This design comes from an exercise in tuning for small area and a short achievable clock period on the open sky130 flow, not from production work.
At most, simulation tests tie the RTL to the original design; equivalence was not proved.
Power and IR drop assume default switching activity.

==> job 6076 <==
// ALU
module ALU (
    input             clk,
    input             rst,
    input             i_vld,
    input      [31:0] i_a,
    input      [31:0] i_b,
    input             opcode,
    output reg [31:0] o_res,
    output reg        o_res_vld,
    output reg        overflow
);
Settings: LEC_CHECK=0, ABC_AREA=1, CAP_MARGIN=20, CORE_MARGIN=2, CORE_UTILIZATION=40, CTS_CLUSTER_DIAMETER=90, CTS_CLUSTER_SIZE=26, PLACE_DENSITY=0.6, SLEW_MARGIN=20; clock period 9.0 ns.
standard.sh (not shown) runs the stock make flow with config.mk's settings and CLKGATE_MAP_FILE= SYNTH_SCRIPT=/design/flow/synth_recipe.tcl, a recipe that flattens the netlist after the stock synthesis.
==> flow/flow/run.sh <==
#!/bin/bash
# Standard ORFS layout, with timing repair aiming for a shorter period than
# the clock constraint: repair_timing's setup margin is raised so that the
# resizer keeps working on paths that already meet the 9 ns clock.
set -euo pipefail
MARGIN=$(cat flow/margin.txt)
bash standard.sh synth > synth.log 2>&1
bash standard.sh SETUP_SLACK_MARGIN=$MARGIN finish > layout.log 2>&1
==> flow/flow/margin.txt <==
6.1
==> inputs of job 6997, as changes to job 6076 <==
--- a/flow/design.v
+++ b/flow/design.v
@@ -29,17 +29,20 @@
         benc1[3*k]   <= bx[2*k+2];                                   
         benc1[3*k+1] <= bx[2*k+1] ^ bx[2*k];                         
         benc1[3*k+2] <= (bx[2*k+2] & ~bx[2*k+1] & ~bx[2*k]) |
                         (~bx[2*k+2] & bx[2*k+1] & bx[2*k]);          
     end
-reg  [8:0]  dab1;        
-reg  [7:0]  dba1;        
-reg         fge1;        
+wire [8:0]  dab_i = {1'b0, i_a[30:23]} - {1'b0, i_b[30:23]};
+wire [7:0]  dba_i = i_b[30:23] - i_a[30:23];
+wire [7:0]  dif_i = dab_i[8] ? dba_i : dab_i[7:0];
+wire        big_i = (|dif_i[7:5]) | (&dif_i[4:3]);       
+reg         a_is_L1, big1;
+reg  [4:0]  dif1;
 always @(posedge clk) begin
-    dab1 <= {1'b0, i_a[30:23]} - {1'b0, i_b[30:23]};
-    dba1 <= i_b[30:23] - i_a[30:23];
-    fge1 <= (i_a[22:0] >= i_b[22:0]);
+    a_is_L1 <= (i_a[30:0] >= i_b[30:0]);                 
+    big1    <= big_i;
+    dif1    <= dif_i[4:0];
 end
 wire        sa = a1[31], sb = b1[31];
 wire [7:0]  ea = a1[30:23], eb = b1[30:23];
 wire [22:0] fa = a1[22:0], fb = b1[22:0];
 wire        ha = |ea, hb = |eb;
@@ -53,23 +56,19 @@
 wire add_nan = nan_a | nan_b | (inf_a & inf_b & (sa ^ sb));
 wire mul_nan = nan_a | nan_b | (inf_a & zero_b) | (zero_a & inf_b);
 wire nan1  = op1 ? mul_nan : add_nan;
 wire inf1  = (inf_a | inf_b) & ~nan1;
 wire zero1 = op1 ? (zero_a | zero_b) : (zero_a & zero_b);
-wire        eqe = ~|dab1[7:0];
-wire        a_is_L = (~dab1[8] & ~eqe) | (eqe & fge1);
-wire [7:0]  dif = dab1[8] ? dba1 : dab1[7:0];
-wire        big = (|dif[7:5]) | (&dif[4:3]);
+wire        a_is_L = a_is_L1;
+wire [4:0]  sh5 = big1 ? 5'd23 : dif1;                   
 wire [23:0] L1 = a_is_L ? ma1 : mb1;
 wire [23:0] Sp = a_is_L ? mb1 : ma1;
-wire [4:0]  sh5 = dif[4:0];
 wire [23:0] sh0 = sh5[0] ? {1'b0, Sp[23:1]} : Sp;
 wire [23:0] sh1 = sh5[1] ? {2'b0, sh0[23:2]} : sh0;
 wire [23:0] sh2 = sh5[2] ? {4'b0, sh1[23:4]} : sh1;
 wire [23:0] sh3 = sh5[3] ? {8'b0, sh2[23:8]} : sh2;
-wire [23:0] sh4 = sh5[4] ? {16'b0, sh3[23:16]} : sh3;
-wire [23:0] S1  = big ? {23'b0, Sp[23]} : sh4;
+wire [23:0] S1  = sh5[4] ? {16'b0, sh3[23:16]} : sh3;
 wire        add_sign = a_is_L ? sa : sb;
 wire [7:0]  expL = a_is_L ? ea : eb;
 wire        mul_sign = sa ^ sb;
 wire [7:0]  exp_raw = ea + eb - 8'd127;
 wire pp0_0;
@@ -2207,16 +2206,18 @@
     else if (sum[17]) lz = 3'd6;
     else              lz = 3'd7;
 end
 reg        op3, sign3, nan3, inf3, zero3;
 reg [7:0]  exp3;
-wire [28:0] addv = {sz, lz, sum};
+reg [24:0] sum3;
+reg        sz3;
+reg [2:0]  lz3;
 reg [92:0] t3;
 always @(posedge clk) begin
     op3 <= op2; sign3 <= sign2; nan3 <= nan2; inf3 <= inf2; zero3 <= zero2;
-    exp3 <= exp2;
-    t3 <= {t2_47_0, c622, s621, c620, s619, c618, s617, c616, s615, c614, s613, c612, s611, c610, s609, c608, s607, c606, s605, c604, s603, c602, s601, c600, s599, c598, s597, c596, s595, c594, s593, c592, s591, c590, s589, c588, s587, c586, s585, c584, s583, c582, s581, c580, s579, c578, s577, c576, s575, c574, s573, c572, s571, c570, s569, c568, s567, c566, s565, c564, s563, c562, s561, c560, (op2 ? s559 : addv[28]), (op2 ? c558 : addv[27]), (op2 ? s557 : addv[26]), (op2 ? c556 : addv[25]), (op2 ? s555 : addv[24]), (op2 ? c554 : addv[23]), (op2 ? s553 : addv[22]), (op2 ? c552 : addv[21]), (op2 ? s551 : addv[20]), (op2 ? c550 : addv[19]), (op2 ? s549 : addv[18]), (op2 ? c548 : addv[17]), (op2 ? s547 : addv[16]), (op2 ? c546 : addv[15]), (op2 ? s545 : addv[14]), (op2 ? c544 : addv[13]), (op2 ? s543 : addv[12]), (op2 ? c542 : addv[11]), (op2 ? s541 : addv[10]), (op2 ? c540 : addv[9]), (op2 ? s539 : addv[8]), (op2 ? c538 : addv[7]), (op2 ? t2_4_2 : addv[6]), (op2 ? s537 : addv[5]), (op2 ? t2_3_0 : addv[4]), (op2 ? t2_2_0 : addv[3]), (op2 ? t2_1_0 : addv[2]), (op2 ? t2_0_1 : addv[1]), (op2 ? t2_0_0 : addv[0])};
+    exp3 <= exp2; sum3 <= sum; sz3 <= sz; lz3 <= lz;
+    t3 <= {t2_47_0, c622, s621, c620, s619, c618, s617, c616, s615, c614, s613, c612, s611, c610, s609, c608, s607, c606, s605, c604, s603, c602, s601, c600, s599, c598, s597, c596, s595, c594, s593, c592, s591, c590, s589, c588, s587, c586, s585, c584, s583, c582, s581, c580, s579, c578, s577, c576, s575, c574, s573, c572, s571, c570, s569, c568, s567, c566, s565, c564, s563, c562, s561, c560, s559, c558, s557, c556, s555, c554, s553, c552, s551, c550, s549, c548, s547, c546, s545, c544, s543, c542, s541, c540, s539, c538, t2_4_2, s537, t2_3_0, t2_2_0, t2_1_0, t2_0_1, t2_0_0};
 end
 wire x3_0 = t3[0];
 wire y3_0 = t3[1];
 wire x3_1 = t3[2];
 wire x3_2 = t3[3];
@@ -2307,13 +2308,10 @@
 wire y3_45 = t3[88];
 wire x3_46 = t3[89];
 wire y3_46 = t3[90];
 wire x3_47 = t3[91];
 wire y3_47 = t3[92];
-wire [24:0] sum3 = t3[24:0];
-wire [2:0]  lz3 = t3[27:25];
-wire        sz3 = t3[28];
 wire [47:0] X = {x3_47, x3_46, x3_45, x3_44, x3_43, x3_42, x3_41, x3_40, x3_39, x3_38, x3_37, x3_36, x3_35, x3_34, x3_33, x3_32, x3_31, x3_30, x3_29, x3_28, x3_27, x3_26, x3_25, x3_24, x3_23, x3_22, x3_21, x3_20, x3_19, x3_18, x3_17, x3_16, x3_15, x3_14, x3_13, x3_12, x3_11, x3_10, x3_9, x3_8, x3_7, x3_6, x3_5, x3_4, x3_3, x3_2, x3_1, x3_0};
 wire [47:0] Y = {y3_47, y3_46, y3_45, y3_44, y3_43, y3_42, y3_41, y3_40, y3_39, y3_38, y3_37, y3_36, y3_35, y3_34, y3_33, y3_32, y3_31, y3_30, y3_29, y3_28, y3_27, y3_26, y3_25, y3_24, y3_23, y3_22, y3_21, y3_20, y3_19, y3_18, y3_17, y3_16, y3_15, y3_14, y3_13, y3_12, y3_11, y3_10, y3_9, y3_8, y3_7, y3_6, y3_5, y3_4, 1'b0, 1'b0, 1'b0, y3_0};
 wire [47:0] prod = X + Y;
 wire [47:0] zc = {X[46:1] | Y[46:1], X[0] & Y[0], 1'b0};
 wire [47:0] zt = X ^ Y ^ zc;
@@ -2334,15 +2332,16 @@
 end
 reg        op4, sign4, nan4, inf4, zero4;
 reg [24:0] p4;           
 reg        st0_4, st1_4;
 reg [7:0]  exp4;         
+reg [22:0] aman4;
 always @(posedge clk) begin
     op4 <= op3; sign4 <= sign3; nan4 <= nan3; inf4 <= inf3; zero4 <= zero3;
-    p4 <= op3 ? prod[47:23] : {2'b00, aman};    
-    st0_4 <= st0; st1_4 <= st1;
+    p4 <= prod[47:23]; st0_4 <= st0; st1_4 <= st1;
     exp4 <= op3 ? exp3 : aexp;
+    aman4 <= aman;
 end
 wire        msb = p4[24];
 wire [22:0] T0 = p4[23:1], T1 = p4[24:2];
 wire        ru0 = p4[0] & (st0_4 | p4[1]);
 wire        ru1 = p4[1] & (st1_4 | p4[2]);
@@ -2364,11 +2363,11 @@
 wire [22:0] mman = msb ? M1 : M0;
 wire        crnd = msb ? c1 : c0;
 wire [7:0]  e1 = exp4 + 8'd1, e2 = exp4 + 8'd2;
 wire [7:0]  mexp = (msb & crnd) ? e2 : (msb | crnd) ? e1 : exp4;
 wire        movf = (&mexp) | (&exp4);
-wire [22:0] rman = op4 ? mman : p4[22:0];
+wire [22:0] rman = op4 ? mman : aman4;
 wire [7:0]  rexp = op4 ? mexp : exp4;
 wire        rovf = op4 ? movf : (&exp4);
 always @(posedge clk) begin
     if (nan4) begin
         o_res <= 32'h7FC0_0000; overflow <= 1'b1;
==> flow/run.sh (new file) <==
#!/bin/bash
# synth_recipe.tcl (not shown) runs the flow's synth.tcl, then flattens the netlist and writes it again
# the make line also repeats each setting of config.mk as NAME=value (left out here)
make -C /OpenROAD-flow-scripts/flow DESIGN_CONFIG=/design/flow/config.mk WORK_HOME=/design/flow/orfs CLKGATE_MAP_FILE= SYNTH_SCRIPT=/design/flow/synth_recipe.tcl finish
Settings changed: CTS_CLUSTER_DIAMETER 90 to 100, CTS_CLUSTER_SIZE 26 to 30, SETUP_SLACK_MARGIN from default to 5.
removed: flow/flow/run.sh
removed: flow/flow/margin.txt
removed: flow/standard.sh
==> comparison <==
Of job 6076 and job 6997, job 6997 has the higher critical path depth (gap 4). Wire length: job 6076 is larger than job 6997 (5.8%). Against job 6997, the core utilization of job 6076 is higher by 0.83 points. Between job 6076 and job 6997, the lower total power is in job 6997 (gap about 0.6%, measured against job 6997).
No functional check of the RTL was part of job 6997.

==> re-timing with driven ports <==
No port has a modelled driver above. Below, the same layouts with a new extraction and two added sets of constraints.
Step 1 (the two cells are an assumption about what drives the block):
set clk [get_ports {clk}]
set_driving_cell -lib_cell sky130_fd_sc_hd__clkbuf_16 $clk
set_driving_cell -lib_cell sky130_fd_sc_hd__buf_2 [delete_from_list [all_inputs] $clk]
Step 2 moves the port delays by t, midway between the first and last clock arrival at a register: inputs arrive t later, outputs are due t later. That takes back most of the time a late clock gives input paths.
a / b / c = ideal / step 1 / step 2; a / b = the first two.
run | t (ns) | setup slack, ns | worst register clock-pin slew, ns
job 6076 | 0.656 | 6.103 / 6.063 / 5.487 | 0.11 / 0.11
job 6997 | 0.699 | 5.377 / 5.415 / 4.717 | 0.11 / 0.11
After both steps setup and hold are still met in every run listed. The setup slack of job 6997, which loses most, moves by +0.038 ns with the drivers and by -0.660 ns with both steps.
